This design comes from an exercise in tuning for small area and a short achievable clock period on the open sky130 flow, not from production work.
Only simulation tests tie the RTL to the original design; equivalence was not proved.
Power figures rest on the tool's default switching activity, not on a simulated workload.

--- flow/config.mk ---
export PLATFORM = sky130hd
export DESIGN_NAME = finall
export DESIGN_NICKNAME = finall
export VERILOG_FILES = /design/flow/design.v
export SDC_FILE = /design/flow/constraint.sdc
export NUM_CORES = 8
export LEC_CHECK = 0
export CAP_MARGIN = 20
export CORE_MARGIN = 2
export CORE_UTILIZATION = 65
export SETUP_SLACK_MARGIN = 2.0
export SLEW_MARGIN = 20
--- flow/constraint.sdc ---
create_clock -name core_clock -period 32.0 [get_ports {clk}]
set_input_delay 6.4000 -clock core_clock [delete_from_list [all_inputs] [get_ports {clk}]]
set_output_delay 6.4000 -clock core_clock [all_outputs]
set_load 0.01 [all_outputs]
--- flow/design.v ---
module finall (
    input wire load_memory,
    input wire [31:0] instr_mem_input,
    input wire [31:0] data_mem_input,
    input wire [7:0] mem_addr_select_instr,
    input wire [7:0] mem_addr_select_data,
    input wire clk,
    input wire reset,
    input wire rst,
    output wire [7:0] pc_out,
    output wire rf_we,
    output wire [4:0] rf_waddr,
    output wire [31:0] rf_wdata,
    output wire dm_we,
    output wire [7:0] dm_addr,
    output wire [31:0] dm_wdata
);
    localparam [1:0] C_OTHER = 2'd0, C_R = 2'd1, C_SW = 2'd2, C_BEQ = 2'd3;
    localparam [1:0] S_NOP = 2'd0, S_LW = 2'd1, S_J = 2'd2, S_JAL = 2'd3;
    localparam [2:0] OP_AND = 3'd0, OP_OR = 3'd1, OP_ADD = 3'd2, OP_SUB = 3'd3,
                     OP_SLT = 3'd4;
    wire [5:0] in_op = instr_mem_input[31:26];
    wire [5:0] in_fn = instr_mem_input[5:0];
    reg  [1:0] in_cls;
    reg  [1:0] in_sub;
    reg  [2:0] in_rop;
    always @* begin
        case (in_fn)
            6'b100000: in_rop = OP_ADD;
            6'b100010: in_rop = OP_SUB;
            6'b100101: in_rop = OP_OR;
            6'b101010: in_rop = OP_SLT;
            default:   in_rop = OP_AND;
        endcase
        in_sub = S_NOP;
        case (in_op)
            6'b000000: in_cls = (instr_mem_input[15:11] != 5'd0) ? C_R : C_OTHER;
            6'b101011: in_cls = C_SW;
            6'b000100: in_cls = C_BEQ;
            default: begin
                in_cls = C_OTHER;
                if (in_op == 6'b100011 && instr_mem_input[20:16] != 5'd0) in_sub = S_LW;
                if (in_op == 6'b000010) in_sub = S_J;
                if (in_op == 6'b000011) in_sub = S_JAL;
            end
        endcase
    end
    wire [4:0]  in_rt   = (in_op[1] && !in_op[5]) ? {3'b000, instr_mem_input[7:6]}
                                                 : instr_mem_input[20:16];
    wire [7:0]  in_f    = (in_cls == C_R) ? {in_rop, instr_mem_input[15:11]} :
                          (in_cls == C_OTHER) ? {in_sub, instr_mem_input[5:0]} :
                          instr_mem_input[7:0];
    wire [19:0] in_word = {in_cls, instr_mem_input[25:21], in_rt, in_f};
    localparam CTL_W = 24;
    function [CTL_W-1:0] decode(input [19:0] w);
        reg [1:0] c;
        reg [4:0] wrt;
        reg [7:0] wf;
        reg r, lw, sw, beq, j, jal, wen;
        reg [4:0] wa;
        reg [2:0] op;
        begin
            c   = w[19:18];
            wrt = w[12:8];
            wf  = w[7:0];
            op  = wf[7:5];
            r   = (c == C_R);
            sw  = (c == C_SW);
            beq = (c == C_BEQ);
            lw  = (c == C_OTHER) && (wf[7:6] == S_LW);
            j   = (c == C_OTHER) && (wf[7:6] == S_J);
            jal = (c == C_OTHER) && (wf[7:6] == S_JAL);
            wen = r || lw || jal;
            wa  = jal ? 5'd31 : r ? wf[4:0] : wrt;
            decode = {wen, wa, lw, sw, jal, j || jal, beq,
                      (op == OP_SUB) || (op == OP_SLT),
                      (op == OP_ADD) || (op == OP_SUB),
                      (op != OP_ADD) && (op != OP_SUB) && (op != OP_OR) && (op != OP_SLT),
                      (op == OP_OR),
                      (op == OP_SLT),
                      (j || jal) ? {wrt[1:0], wf[5:0]} : wf};
        end
    endfunction
    wire [5:0] im_la = mem_addr_select_instr[5:0];
    reg  [19:0] im_q [0:63];
    reg  [63:0] im_v;
    integer k;
    always @(posedge clk) begin
        for (k = 0; k < 64; k = k + 1)
            if (load_memory && im_la == k) im_q[k] <= in_word;
    end
    always @(posedge clk or posedge reset) begin
        if (reset) im_v <= 64'b0;
        else if (load_memory) im_v[im_la] <= 1'b1;
    end
    reg  [7:0]       pc;
    reg  [CTL_W-1:0] ir;         
    reg  [31:0]      opa, opb;   
    reg  [7:0]       ma;         
    reg              rst_seen;   
    wire [19:0]      im0  = im_v[0] ? im_q[0] : 20'b0;
    wire [CTL_W-1:0] ctl0 = decode(im0);
    wire [CTL_W-1:0] ctl  = rst_seen ? ctl0 : ir;
    wire [7:0]       maddr = rst_seen ? im0[7:0] : ma;
    wire       wr_en   = ctl[23];
    wire [4:0] wr_addr = ctl[22:18];
    wire       is_lw   = ctl[17];
    wire       is_sw   = ctl[16];
    wire       is_jal  = ir[15];        
    wire       is_jmp  = ctl[14];
    wire       is_beq  = ctl[13];
    wire       a_sub   = ir[12];        
    wire       s_sum   = ir[11];
    wire       s_and   = ir[10];
    wire       s_or    = ir[9];
    wire       s_slt   = ir[8];
    wire [7:0] x       = ctl[7:0];
    wire [31:0] sum = opa + (a_sub ? ~opb : opb) + {31'b0, a_sub};
    wire [31:0] alu = ({32{s_sum}} & sum) | ({32{s_and}} & (opa & opb)) |
                      ({32{s_or}} & (opa | opb)) | {31'b0, s_slt & sum[31]};
    wire [5:0]  dm_la = mem_addr_select_data[5:0];
    reg  [31:0] dm_q [0:63];
    reg  [63:0] dm_v;
    wire        st    = is_sw && !load_memory;
    wire [5:0]  dm_wa = load_memory ? dm_la : maddr[5:0];
    wire [31:0] dm_wd = load_memory ? data_mem_input : opb;
    wire        dm_wr = load_memory || st;
    always @(posedge clk) begin
        for (k = 0; k < 64; k = k + 1)
            if (dm_wr && dm_wa == k) dm_q[k] <= dm_wd;
    end
    always @(posedge clk or posedge reset) begin
        if (reset) dm_v <= 64'b0;
        else if (dm_wr) dm_v[dm_wa] <= 1'b1;
    end
    reg [31:0] dm_rd;
    always @* begin
        dm_rd = 32'b0;
        for (k = 0; k < 64; k = k + 1)
            dm_rd = dm_rd | ({32{dm_v[k] && maddr[5:0] == k}} & dm_q[k]);
    end
    reg [31:0] rf_q [1:31];
    reg [31:1] rf_v;
    wire [31:0] wr_data = is_lw ? dm_rd : is_jal ? {24'b0, pc} : alu;
    always @(posedge clk) begin
        for (k = 1; k < 32; k = k + 1)
            if (wr_en && wr_addr == k) rf_q[k] <= wr_data;
    end
    always @(posedge clk or posedge rst) begin
        if (rst) rf_v <= 31'b0;
        else
            for (k = 1; k < 32; k = k + 1)
                if (wr_en && wr_addr == k) rf_v[k] <= 1'b1;
    end
    wire [7:0] pc_inc  = pc + 8'd1;
    wire       taken   = is_beq && (opa == opb);
    wire [7:0] pc_next = is_jmp ? x : taken ? pc_inc + x : pc_inc;
    always @(posedge clk or posedge rst) begin
        if (rst) pc <= 8'b0;
        else     pc <= pc_next;
    end
    always @(posedge clk or posedge rst) begin
        if (rst) rst_seen <= 1'b1;
        else     rst_seen <= 1'b0;
    end
    wire [5:0] fa = pc_next[5:0];
    reg [19:0] im_rd;
    always @* begin
        im_rd = 20'b0;
        for (k = 0; k < 64; k = k + 1)
            im_rd = im_rd | ({20{im_v[k] && fa == k}} & im_q[k]);
    end
    wire [19:0] nw  = (load_memory && im_la == fa) ? in_word : im_rd;
    wire [4:0]  nrs = nw[17:13];
    wire [4:0]  nrt = nw[12:8];
    wire fwd = wr_en;
    reg [31:0] ra, rb;
    always @* begin
        ra = 32'b0;
        rb = 32'b0;
        for (k = 1; k < 32; k = k + 1) begin
            ra = ra | ({32{rf_v[k] && nrs == k}} & rf_q[k]);
            rb = rb | ({32{rf_v[k] && nrt == k}} & rf_q[k]);
        end
        if (fwd && wr_addr == nrs) ra = wr_data;
        if (fwd && wr_addr == nrt) rb = wr_data;
    end
    always @(posedge clk or posedge reset) begin
        if (reset) ir <= {CTL_W{1'b0}};
        else       ir <= decode(nw);
    end
    always @(posedge clk or posedge rst) begin
        if (rst) begin
            opa <= 32'b0;
            opb <= 32'b0;
        end else begin
            opa <= ra;
            opb <= rb;
        end
    end
    always @(posedge clk) ma <= ra[7:0] + nw[7:0];
    assign pc_out   = pc;
    assign rf_we    = wr_en;
    assign rf_waddr = wr_addr;
    assign rf_wdata = wr_data;
    assign dm_we    = st;
    assign dm_addr  = maddr;
    assign dm_wdata = opb;
endmodule
--- flow/flow/run.sh ---
#!/bin/bash
# Layout flow: the ORFS flow with
#  - the standard flow's synthesis script, except that abc maps with flow/abc_area.script
#    (area-oriented; flip-flops are mapped before abc, so they are the standard ones),
#  - timing repair aiming at a larger setup slack than the standard margin,
#  - port buffers of a fixed cell (sky130_fd_sc_hd__buf_2),
#  - the pins of load_memory and dm_we (joined by a gate) placed side by side,
#  - clock-tree sinks clustered more widely, without dummy loads.
# Each step's full log is in orfs/logs/; this script's own output in flow_*.log.
set -euo pipefail
W=$(pwd)
export MY_ABC_SCRIPT="$W/flow/abc_area.script"
KNOBS=(
  "SETUP_SLACK_MARGIN=19"
  "BUFFER_PORTS_ARGS=-buffer_cell sky130_fd_sc_hd__buf_2"
  "PLACE_PINS_ARGS=-group_pins {load_memory dm_we}"
  "CTS_ARGS=-sink_clustering_enable -repair_clock_nets -dont_use_dummy_load -sink_clustering_size 25 -sink_clustering_max_diameter 80"
)
make -C "$FLOW_HOME" DESIGN_CONFIG="$W/config.mk" WORK_HOME="$W/orfs" CLKGATE_MAP_FILE= \
  SYNTH_SCRIPT="$W/flow/synth.tcl" "${KNOBS[@]}" synth > "$W/flow_synth.log" 2>&1
make -C "$FLOW_HOME" DESIGN_CONFIG="$W/config.mk" WORK_HOME="$W/orfs" CLKGATE_MAP_FILE= \
  SYNTH_SCRIPT="$W/flow/synth.tcl" "${KNOBS[@]}" finish > "$W/flow_layout.log" 2>&1
R="$W/orfs/results/$FLOW_PLATFORM/finall/base"
: # left out here: write the final layout as DEF
--- flow/flow/abc_area.script ---
&get -n
&st
&syn2
&dch
&nf -R 1000 -p
&put
topo
stime -c
--- flow/flow/synth.tcl ---
# The standard flow's synthesis script (synth_recipe.tcl) with one change: Yosys's abc
# call uses flow/abc_area.script, an area-oriented mapping, in place of
# ORFS's abc_speed.script. Registers are mapped before abc and are the same.
proc synth {args} { yosys synth -nofsm -noshare {*}$args }
proc abc {args} {
  set i [lsearch -exact $args -script]
  if {$i >= 0} { set args [lreplace $args [expr {$i + 1}] [expr {$i + 1}] $::env(MY_ABC_SCRIPT)] }
  yosys abc {*}$args
}
source $::env(SCRIPTS_DIR)/synth.tcl
# left out here: clear keep_hierarchy, flatten, clean up, hide names made inside functions, write 1_2_yosys.v
--- flow/standard.sh ---
#!/bin/bash
# synth_recipe.tcl (not shown) runs the flow's synth.tcl, then flattens the netlist and writes it again
# the make line also repeats each setting of config.mk as NAME=value (left out here)
make -C /OpenROAD-flow-scripts/flow DESIGN_CONFIG=/design/flow/config.mk WORK_HOME=/design/flow/orfs CLKGATE_MAP_FILE= SYNTH_SCRIPT=/design/flow/synth_recipe.tcl "${@:-finish}"
==> reports/qor.txt, run 1 <==
RSZ-0062 raised after global routing -> true
Placement Setup Slack -> 18,140 ps
Post-route antenna net violation count -> 0
Critical path launch point type -> input port
Post-synthesis simple-gate area fraction -> 5.38%
Sw Pwr -> 4.00 mW
Final HPWL DP -> 350,000 um
Post-synthesis sequential area ratio -> 79.5%
DRT Pass-1 Iters -> 13
Clk pwr share -> 22.6%
Clock Skews -> 113 ps
Gr usage total -> 44.6%
Crit path capture type -> register
Clk Latency, worst-skew pair -> 990 ps
Leak -> 60.0 nW
Initial cell density of the core -> 65.3%
Uppermost routed layer -> met5
Post-synth EDFFs -> 4,320
PnR worst setup slack -> 18,850 ps
RR Endpoint -> ma[7]$_DFF_P_
I/O pins -> 171
Routed wl met3 -> 96,300 um
Flops & latches, synth -> 4,584
Drt via density -> 8.04
Worst-Margin Slew -> 1340 ps
Worst min-delay path class -> reg2reg
Crit Path Max Fanout -> 40
Synth async-reset ratio -> 5.58%
Placed insts -> 13,600
CTS tree -> built
Root buffer cell -> clkbuf_16
MaxCap Viol Count -> 0
Number of global-route vias before repair -> 106,000
Most frequent cell after synthesis -> edfxtp_1
R2R Path Start -> opb[20]$_DFF_PP0_
Mapped Nets -> 9,740
Total Power -> 13.0 mW
Clock buffer depth -> 4
Core area -> 263,000 sq um
Nets@finish -> 10,500
Crit path DAT -> 14,020 ps
Crit path from -> mem_addr_select_instr[0]
Headroom to the max-slew limit -> 10.0%
WP data required -> 32,860 ps
Pin count of the biggest net entering global routing -> 82
Multiplexer share of the synthesized area -> 0.0941%
Total global routing overflow -> 0
Worst stage delay on the critical path -> 850 ps
Area grow syn2layout -> 9.53%
Logic gate share of total power -> 21.9%
Initial DRC Count -> 23,700
Htree depth -> 4
CP max-delay cell -> nor3_1
Final hold vios -> 0
Period utilization -> 41.1%
Post-Syn Area -> 172,000 sq um
DR vias -> 112,000
R2R depth -> 33
Clk pin slew, worst setup/hold paths -> 90 ps
DRC Markers -> 0
WL/cell -> 43.8 um
Global-route wire length before repair -> 823,000 um
Die Y -> 518 um
Die X -> 518 um
Core Rows -> 188
Internal reg-to-reg setup slack -> 20,470 ps
Synth Flop Type -> edfxtp_1
Post-Syn Area per Cell -> 18.0 sq um
Post-route minimum period -> 13,150 ps
Fraction of layout cells with a size suffix above 1 -> 11.8%
Top cells by count, synth -> 4,320 x edfxtp_1, 650 x a222oi_1, 540 x a221oi_1, 518 x a22o_1, 504 x nand2_1
Setup crit end -> ma[7]$_DFF_P_
Inserted Clock Buffers -> 212
Post-synth top area share -> 75.6%
Slew Viols, Final -> 0
# clock sinks -> 4,584
Setup Total Neg Slack -> 0 ps
PD cells -> 68.9 nW/um^2
Most common cell on crit path -> buf_4
Initial antenna violation count -> 31
Unique masters post-synth -> 62
Gpl congestion -> 0.992
Synth area leaders -> edfxtp_1 76%, a222oi_1 3.8%, dfrtp_1 3.7%
Post-Layout Cell Count -> 13,900
Fraction of synthesized cell area in xor and xnor cells -> 0.516%
Max VDD drop -> 62.0 uV
Yosys top cell by area -> edfxtp_1
Largest family of logic cells by synthesized area -> compound AO/OA/AOI/OAI gates
Critical path class -> in2reg
Synth Instances -> 9,535
Die area -> 268,000 sq um
Synth Area in Adders -> 0.896%
Routed wl met2 -> 261,000 um
Fmax -> 76.0 MHz
Synth warn -> 4
Complex-gate fraction of the synthesized area -> 13.4%
Status -> complete, no violations
Final setup viols -> 0
WL met1 -> 195,000 um
Sequential Power Share -> 55.4%
WL final -> 607,000 um
Port buffer count -> 163
Switching share of power -> 30.9%
Fin util -> 71.6%
Power Internal -> 8.95 mW
cells in the final DEF, fill, tap and decap left out, types with 18 or more instances in the layout:
cell	instances
a21oi_1	173
a222oi_1	650
clkbuf_16	212
xor2_1	62
dfrtp_1	254
nor2b_1	29
o211ai_1	18
edfxtp_1	4320
buf_4	418
and3_2	62
a22oi_1	497
o21ai_0	85
a22o_1	518
buf_2	162
o21ai_4	34
nor4_1	32
nor2_4	169
or3_1	20
nand2_1	487
nand3_1	93
diode_2	22
clkinv_1	95
xnor2_1	38
ha_1	118
nor3_1	88
a21o_1	88
nand4_1	402
nor2_1	123
or2_0	34
nor2_2	18
and3_1	122
o21bai_1	48
a221oi_1	539
worst max-delay path: cells and delay by family:
| family | cells | cell delay [ps] |
|---|---|---|
| buffers and inverters | 6 | 1700 |
| AOI/OAI and AO/OA | 9 | 2650 |
| and+or+nand+nor | 11 | 2270 |
| xor gates and xnor gates | 3 | 490 |
| adders and majority gates | 1 | 410 |
worst min path at each step:
stage                         startpoint                    to  slack (ps)  depth (start not counted)
detailed placement  dm_v[12]$_DFFE_PP0P_  dm_v[12]$_DFFE_PP0P_         440                          1
global placement    dm_v[40]$_DFFE_PP0P_  dm_v[40]$_DFFE_PP0P_         430                          1
floorplan           dm_v[10]$_DFFE_PP0P_  dm_v[10]$_DFFE_PP0P_         420                          1
finish              dm_v[23]$_DFFE_PP0P_  dm_v[23]$_DFFE_PP0P_         450                          1
global route        dm_v[25]$_DFFE_PP0P_  dm_v[25]$_DFFE_PP0P_         470                          1
CTS                 dm_v[23]$_DFFE_PP0P_  dm_v[23]$_DFFE_PP0P_         450                          1
cells by family (layout without fill, tap and decap cells):
kind of cell | Yosys count | after routing
AND/OR/NAND/NOR | 1824 | 1824
XOR/XNOR | 101 | 101
flip-flops | 4584 | 4584
adder cells (fa/ha/maj) | 121 | 121
other | 1 | 23
multiplexers | 15 | 15
buffers and inverters | 129 | 930
AO/OA/AOI/OAI | 2760 | 2760
area by class of cell:
type | count | area, sq um
Fill cell | 16500 | 74600
Inverter | 129 | 614
Timing Repair inverter | 2 | 10.0
Sequential cell | 4584 | 136000
Multi-Input combinational cell | 4822 | 37100
Antenna cell | 22 | 55.1
Timing Repair Buffer | 587 | 4080
Clock buffer | 212 | 5310
Tap cell | 3515 | 4400
state kept, by name, indices dropped and copies added (netlist names):
| signal | count |
|---|---|
| ir | 24 |
| dm_q | 2048 |
| rf_q | 992 |
| pc | 8 |
| opb | 32 |
| dm_v | 64 |
| opa | 32 |
| ma | 8 |
| im_q | 1280 |
| im_v | 64 |
| rst_seen | 1 |
| rf_v | 31 |
power groups by stage:
stage          combinational [mW]  sequential [mW]  clock, mW
2_1_floorplan                1.26             7.31          0
4_1_cts                      2.61             7.18       2.91
5_1_grt                      2.89             7.19       3.10
6_report                     2.84             7.18       2.93
3_5_place_dp                 2.57             7.32          0
3_3_place_gp                 2.52             7.31          0
stage by stage:
step,hold slack [ps],area (sq um)
2_1_floorplan,420,172000
3_5_place_dp,436,182000
3_3_place_gp,429,182000
6_report,453,188000
4_1_cts,451,187000
5_1_grt,470,188000
layer usage:
layer / up-vias / GRT usage (%)
li1: 43100 / -
met1: 55600 / 57.6
met2: 10500 / 64.3
met3: 2327 / 15.0
met4: 20 / 31.4
met5: - / 0
what timing repair did:
action                     in CTS  in global routing
setup buffers                   5                  6
resized for setup              91                 50
setup endpoints to repair      33                 34
pin swaps                      12                 27
hold buffers                    0                  0
gates cloned                    0                  2
==> run 2, diff against run 1 <==
==> flow/flow/run.sh (replaced) <==
#!/bin/bash
# Layout flow: the ORFS flow with
#  - the standard flow's synthesis script, except that abc maps with flow/abc_area.script
#    (area-oriented; flip-flops are mapped before abc, so they are the standard ones),
#  - timing repair aiming at a larger setup slack than the standard margin,
#  - port buffers of a fixed cell (sky130_fd_sc_hd__buf_4),
#  - the pins of load_memory and dm_we (joined by a gate) placed side by side,
#  - clock-tree sinks clustered more widely, without dummy loads.
# Each step's full log is in orfs/logs/; this script's own output in flow_*.log.
set -euo pipefail
W=$(pwd)
export MY_ABC_SCRIPT="$W/flow/abc_area.script"
KNOBS=(
  "SETUP_SLACK_MARGIN=19.3"
  "BUFFER_PORTS_ARGS=-buffer_cell sky130_fd_sc_hd__buf_4"
  "PLACE_PINS_ARGS=-group_pins {load_memory dm_we}"
  "CTS_ARGS=-sink_clustering_enable -repair_clock_nets -dont_use_dummy_load -sink_clustering_size 28 -sink_clustering_max_diameter 90"
)
make -C "$FLOW_HOME" DESIGN_CONFIG="$W/config.mk" WORK_HOME="$W/orfs" CLKGATE_MAP_FILE= \
  SYNTH_SCRIPT="$W/flow/synth.tcl" "${KNOBS[@]}" synth > "$W/flow_synth.log" 2>&1
make -C "$FLOW_HOME" DESIGN_CONFIG="$W/config.mk" WORK_HOME="$W/orfs" CLKGATE_MAP_FILE= \
  SYNTH_SCRIPT="$W/flow/synth.tcl" "${KNOBS[@]}" finish > "$W/flow_layout.log" 2>&1
R="$W/orfs/results/$FLOW_PLATFORM/finall/base"
: # left out here: write the final layout as DEF
--- a/flow/config.mk
+++ b/flow/config.mk
@@ -7,6 +7,6 @@
 export LEC_CHECK = 0
 export CAP_MARGIN = 20
 export CORE_MARGIN = 2
-export CORE_UTILIZATION = 65
+export CORE_UTILIZATION = 55
 export SETUP_SLACK_MARGIN = 2.0
 export SLEW_MARGIN = 20
==> reports/qor.txt, run 2 <==
Largest family of logic cells by synthesized area -> compound AO/OA/AOI/OAI gates
DRC Markers -> 0
RSZ-0062 raised after global routing -> true
Root buffer cell -> clkbuf_16
PnR worst setup slack -> 18,610 ps
Initial antenna violation count -> 29
Most frequent cell after synthesis -> edfxtp_1
Status -> complete, no violations
Post-route antenna net violation count -> 0
Area grow syn2layout -> 10.3%
Final setup viols -> 0
Logic gate share of total power -> 22.4%
CTS tree -> built
Setup Total Neg Slack -> 0 ps
PD cells -> 68.1 nW/um^2
Crit Path Max Fanout -> 3
Critical path class -> in2out
Clk pin slew, worst setup/hold paths -> 90 ps
Post-Syn Area -> 172,000 sq um
Initial DRC Count -> 21,700
Max reg flops -> 2,048
Flops & latches, synth -> 4,584
Fin util -> 60.8%
Period utilization -> 41.9%
Most frequent cells in the layout -> 4,320 x edfxtp_1, 650 x a222oi_1, 599 x buf_4, 536 x a221oi_1, 518 x a22o_1
Post-synth EDFFs -> 4,320
Inserted Clock Buffers -> 192
Post-Layout Cell Count -> 14,500
Post-route minimum period -> 13,390 ps
DR vias -> 110,000
Crit path capture type -> primary output
Largest Register -> dm_q
Fillcell total -> 22,700
Clock buffer depth -> 4
Core area -> 311,000 sq um
Clk Latency, worst-skew pair -> 940 ps
Post-synthesis simple-gate area fraction -> 5.38%
Max VDD drop -> 62.6 uV
Multiplexer share of the synthesized area -> 0.0941%
Sw Pwr -> 4.00 mW
Synth area leaders -> edfxtp_1 76%, a222oi_1 3.8%, dfrtp_1 3.7%
Complex-gate fraction of the synthesized area -> 13.4%
Die area -> 316,000 sq um
Unique masters post-synth -> 62
Final HPWL DP -> 370,000 um
Yosys top cell by area -> edfxtp_1
Fraction of layout cells with a size suffix above 1 -> 12.2%
Synth warn -> 4
Gpl congestion -> 0.945
Synth Flop Type -> edfxtp_1
Top cells by count, synth -> 4,320 x edfxtp_1, 650 x a222oi_1, 540 x a221oi_1, 518 x a22o_1, 504 x nand2_1
Drt via density -> 7.59
Fmax -> 74.7 MHz
Nets@finish -> 10,600
Post-synth top area share -> 75.6%
Number of global-route vias before repair -> 104,000
Post-Syn Area per Cell -> 18.0 sq um
Sequential Power Share -> 55.7%
Synth async-reset ratio -> 5.58%
Placement Setup Slack -> 17,720 ps
Placed insts -> 14,300
I/O pins -> 171
Headroom to the max-slew limit -> 15.0%
Post-synthesis sequential area ratio -> 79.5%
Clk pwr share -> 21.9%
Worst min-delay path class -> reg2reg
Die X -> 562 um
MaxCap Viol Count -> 0
Worst-Margin Slew -> 1270 ps
Critical path launch point type -> input port
Power Internal -> 8.90 mW
Synth Instances -> 9,535
Core Rows -> 205
WP data required -> 25,600 ps
Fraction of synthesized cell area in xor and xnor cells -> 0.516%
DRT Pass-1 Iters -> 11
Pin count of the biggest net entering global routing -> 78
Leak -> 60.1 nW
Total Power -> 12.9 mW
Internal reg-to-reg setup slack -> 19,820 ps
# clock sinks -> 4,584
Synth Area in Adders -> 0.896%
WL/cell -> 43.9 um
Total global routing overflow -> 0
WL final -> 637,000 um
Port buffer count -> 163
Htree depth -> 4
Slew Viols, Final -> 0
Switching share of power -> 31.0%
Die Y -> 562 um
Crit path DAT -> 6990 ps
Clock Skews -> 97.1 ps
Top flop regs -> dm_q x2048, im_q x1280, rf_q x992
Mapped Nets -> 9,740
Final hold vios -> 0
Most common cell after layout, fill and taps aside -> edfxtp_1
Global-route wire length before repair -> 855,000 um
Gr usage total -> 39.6%
Initial cell density of the core -> 55.1%
## run 2: cells by family (layout without fill, tap and decap cells)
family	after synthesis	count (layout)
flops	4584	4584
compound gates	2760	2760
simple gates	1824	1824
buf+inv	129	955
fa+ha+maj	121	121
xor+xnor	101	101
mux	15	15
other cells	1	13
## run 2: worst paths after layout
path                                      startpoint                    to  cells past startpoint
worst max-delay path                     load_memory                 dm_we                      3
worst min register to register  dm_v[37]$_DFFE_PP0P_  dm_v[37]$_DFFE_PP0P_                      1
worst max register to register     opb[27]$_DFF_PP0_         ma[7]$_DFF_P_                     33
worst min-delay path            dm_v[37]$_DFFE_PP0P_  dm_v[37]$_DFFE_PP0P_                      1
max in group asynchronous                      reset   im_v[0]$_DFFE_PP0P_                      3
min in group asynchronous                        rst       pc[1]$_DFF_PP0_                      2
## run 2: power by group through the flow
| stage | combinational, mW | clock (mW) | sequential [mW] |
|---|---|---|---|
| after floorplan | 1.26 | 0 | 7.31 |
| after global placement | 2.61 | 0 | 7.32 |
| after detailed placement | 2.65 | 0 | 7.33 |
| after CTS | 2.72 | 2.82 | 7.18 |
| after global routing | 2.98 | 3.02 | 7.20 |
| final | 2.88 | 2.82 | 7.19 |
## run 2: critical path, stage by stage
cell and delay, ps:
buf_16 130, nor2_4 300, buf_6 160
## run 2: layer usage
metal	track usage [%]	routed length (um)	vias to the layer above
met5	0	211	-
met1	51.6	220000	56200
met3	11.2	86700	1901
li1	-	-	43100
met2	59.2	281000	8915
met4	24.6	49200	10
## run 2: repair_timing
item                                    in CTS  in global routing
gates resized for setup                    146                 44
endpoints found under the setup margin      34                 32
buffers inserted                            20                  3
hold buffers                                 0                  0
cloned                                       3                  0
pin swaps                                   38                 35
## run 2: layout make-up
cell class	instances	area, sq um	share of cell area, %
sequential	4584	136000	72.0
clock buffer	192	4800	2.54
tap	4140	5180	2.74
timing repair inverter	1	8.76	0.00463
inverter	129	626	0.331
timing repair buffer	633	5020	2.66
antenna	12	30.0	0.0159
multi-input combinational	4822	37300	19.7
## run 2: metrics by stage
stage,hold WS (ps),cell area (sq um)
after global routing,468,189000
final,456,189000
after detailed placement,436,183000
after global placement,429,183000
after floorplan,420,172000
after CTS,452,189000

port drivers added, routing unchanged:
Ports are ideal in the flow. The routed layouts listed here were re-timed in OpenROAD.
Step 1 (the two cells are an assumption about what drives the block):
set clk [get_ports {clk}]
set_driving_cell -lib_cell sky130_fd_sc_hd__clkbuf_16 $clk
set_driving_cell -lib_cell sky130_fd_sc_hd__buf_2 [delete_from_list [all_inputs] $clk]
Step 2 moves the port delays by t, midway between the first and last clock arrival at a register: inputs arrive t later, outputs are due t later. That takes back most of the time a late clock gives input paths.
Slacks: ideal ports / drivers / drivers and shift; pairs: ideal ports / drivers.
run	shift t [ns]	setup slack, ns	clock arrival spread, ns	slew at the worst register clock pin (ns)
run 1	1.044	18.845 / 18.768 / 17.725	0.113 / 0.113	0.11 / 0.11
run 2	1.016	18.606 / 18.404 / 18.017	0.128 / 0.129	0.12 / 0.12
After both steps every run listed still meets setup and hold. For run 1, which loses most, drivers alone change the setup slack by -0.077 ns; drivers and shift together by -1.120 ns.
